This design comes from an exercise in tuning for small area on the open sky130 flow, not from production work. The RTL was checked by simulation tests, not by an equivalence proof against the original design. Power is estimated from default activity; no workload was simulated.

## color_centroid
module color_centroid
  (
    input         clk,
    input         rst,           
    input  [2:0]  rgbfilter,     
    input         new_frame_i,   
    output [14:0] orig_addr,
    input  [11:0] orig_pxl,
    output        proc_we,
    output [14:0] proc_addr,
    output [11:0] proc_pxl,
    output [7:0]  centroid,
    output        new_centroid,
    output [2:0]  proximity
  );
  reg [14:0] cnt;
  reg        processing;
  reg        we1, we2;
  wire end_cnt = cnt[14] & cnt[11] & cnt[9] & (&cnt[7:0]);  
  always @(posedge clk, posedge rst)
    if (rst) begin
      cnt        <= 15'd0;
      processing <= 1'b0;
      we1        <= 1'b0;
      we2        <= 1'b0;
    end else begin
      we1 <= processing;
      we2 <= we1;
      cnt <= (cnt + {14'd0, processing}) & ~({15{end_cnt}} & 15'h4B00);
      if (processing) begin
        if (end_cnt) processing <= 1'b0;
      end else if (new_frame_i)
        processing <= 1'b1;
    end
  assign orig_addr = cnt;
  assign proc_we   = we2;
  wire        wnorm = processing & we1;
  wire [14:0] cnt_m2 = cnt - 15'd2;
  assign proc_addr = (cnt_m2 & ~({15{~wnorm}} & 15'h3500)) | {14'd0, ~we1};
  wire frame_done = we1 & ~processing;
  assign new_centroid = we2 & ~we1;
  reg [11:0] pxl_rg;
  reg        thr;
  wire [3:0] red = orig_pxl[11:8];
  wire [3:0] grn = orig_pxl[7:4];
  wire [3:0] blu = orig_pxl[3:0];
  wire signed [4:0] d_rg = {1'b0, red} - {1'b0, grn};
  wire signed [4:0] d_rb = {1'b0, red} - {1'b0, blu};
  wire signed [4:0] d_gb = {1'b0, grn} - {1'b0, blu};
  wire v_rg = d_rg >= 5'sd7;
  wire v_gr = d_rg <= -5'sd7;
  wire s_rg = (d_rg >= -5'sd2) && (d_rg <= 5'sd2);
  wire v_rb = d_rb >= 5'sd7;
  wire v_br = d_rb <= -5'sd7;
  wire s_rb = (d_rb >= -5'sd2) && (d_rb <= 5'sd2);
  wire v_gb = d_gb >= 5'sd7;
  wire v_bg = d_gb <= -5'sd7;
  wire s_gb = (d_gb >= -5'sd2) && (d_gb <= 5'sd2);
  wire fr = rgbfilter[2];
  wire fg = rgbfilter[1];
  wire fb = rgbfilter[0];
  wire hi = &{red[3:2], grn[3:2], blu[3:2]};
  wire pass = (~(fr & ~fg) | v_rg) & (~(fr & ~fb) | v_rb) &
              (~(fg & ~fr) | v_gr) & (~(fg & ~fb) | v_gb) &
              (~(fb & ~fr) | v_br) & (~(fb & ~fg) | v_bg) &
              (~(fr & fg) | s_rg) & (~(fr & fb) | s_rb) & (~(fg & fb) | s_gb) &
              (~(fr & fg & fb) | hi);
  always @(posedge clk) begin
    pxl_rg <= orig_pxl;
    thr    <= pass;
  ...
clock: 10.0 ns
lec_check: 0
cap_margin: 20
core_margin: 2
core_utilization: 40
cts_buf_list: sky130_fd_sc_hd__clkbuf_8
cts_cluster_diameter: 60
cts_cluster_size: 20
slew_margin: 20
standard.sh (not shown) runs the stock make flow with config.mk's settings and CLKGATE_MAP_FILE= SYNTH_SCRIPT=/design/flow/synth_recipe.tcl, a recipe that flattens the netlist after the stock synthesis.
==> flow/flow/run.sh <==
#!/bin/bash
set -euo pipefail
WORK=$(pwd)
cp -r "$FLOW_HOME/scripts" "$WORK/orfs_scripts"
cp "$WORK/flow/abc_area_lean.script" "$WORK/orfs_scripts/abc_speed.script"
export SCRIPTS_DIR="$WORK/orfs_scripts"
export BUFFER_PORTS_ARGS="-buffer_cell sky130_fd_sc_hd__buf_1"
export CTS_ARGS="-sink_clustering_enable -repair_clock_nets -dont_use_dummy_load -buf_list sky130_fd_sc_hd__clkbuf_8 -sink_clustering_size 20 -sink_clustering_max_diameter 60"
bash standard.sh > orfs_make.log 2>&1
==> flow/flow/abc_area_lean.script <==
strash
dc2
dch -f
amap
topo
stime -c
Edit:
--- a/flow/design.v
+++ b/flow/design.v
@@ -20,19 +20,19 @@
   always @(posedge clk, posedge rst)
     if (rst) begin
       cnt        <= 15'd0;
       processing <= 1'b0;
       we1        <= 1'b0;
       we2        <= 1'b0;
     end else begin
       we1 <= processing;
       we2 <= we1;
-      cnt <= (cnt + {14'd0, processing}) & ~({15{end_cnt}} & 15'h4B00);
+      cnt <= (processing & ~end_cnt) ? cnt + 1'b1 : 15'd0;
       if (processing) begin
         if (end_cnt) processing <= 1'b0;
       end else if (new_frame_i)
         processing <= 1'b1;
     end
   assign orig_addr = cnt;
   assign proc_we   = we2;
   wire        wnorm = processing & we1;
   wire [14:0] cnt_m2 = cnt - 15'd2;
=> Sequential share of layout area went down by 0.61 points; design area went up by about 1.2%; total power barely changes; final cell count went up by about 2.7%; worst setup slack improved by 0.019 ns; critical path depth stays the same; clock power barely changes; wire length went up by about 4%; clock-buffer cell count is unchanged; global-route usage went up by 0.37 points; utilization went up by 0.36 points; fmax went up by 0.39%; sequential cell count stays the same; combinational power went down by about 0.7%.

## what the ideal ports hide
Ports are ideal in the flow. The routed layouts listed here were re-timed in OpenROAD.
Step 1: set_driving_cell puts a clkbuf_16 on clk and a buf_2 on each other input, an assumption about the parent block.
Step 2, shift: input delay + t, output delay - t, t = (earliest + latest rising clock arrival at the registers) / 2. This alone moves slack from input paths to output paths.
Slacks: ideal ports / drivers / drivers and shift; pairs: ideal ports / drivers.
run | t, ns | setup WS [ns] | worst hold slack (ns) | worst setup path after step 2
the first run | 0.453 | 4.989 / 4.954 / 5.407 | 0.301 / 0.301 / 0.301 | register to output
the second run | 0.462 | 5.008 / 4.975 / 5.437 | 0.295 / 0.295 / 0.295 | register to output
After both steps setup and hold are still met in every run listed.
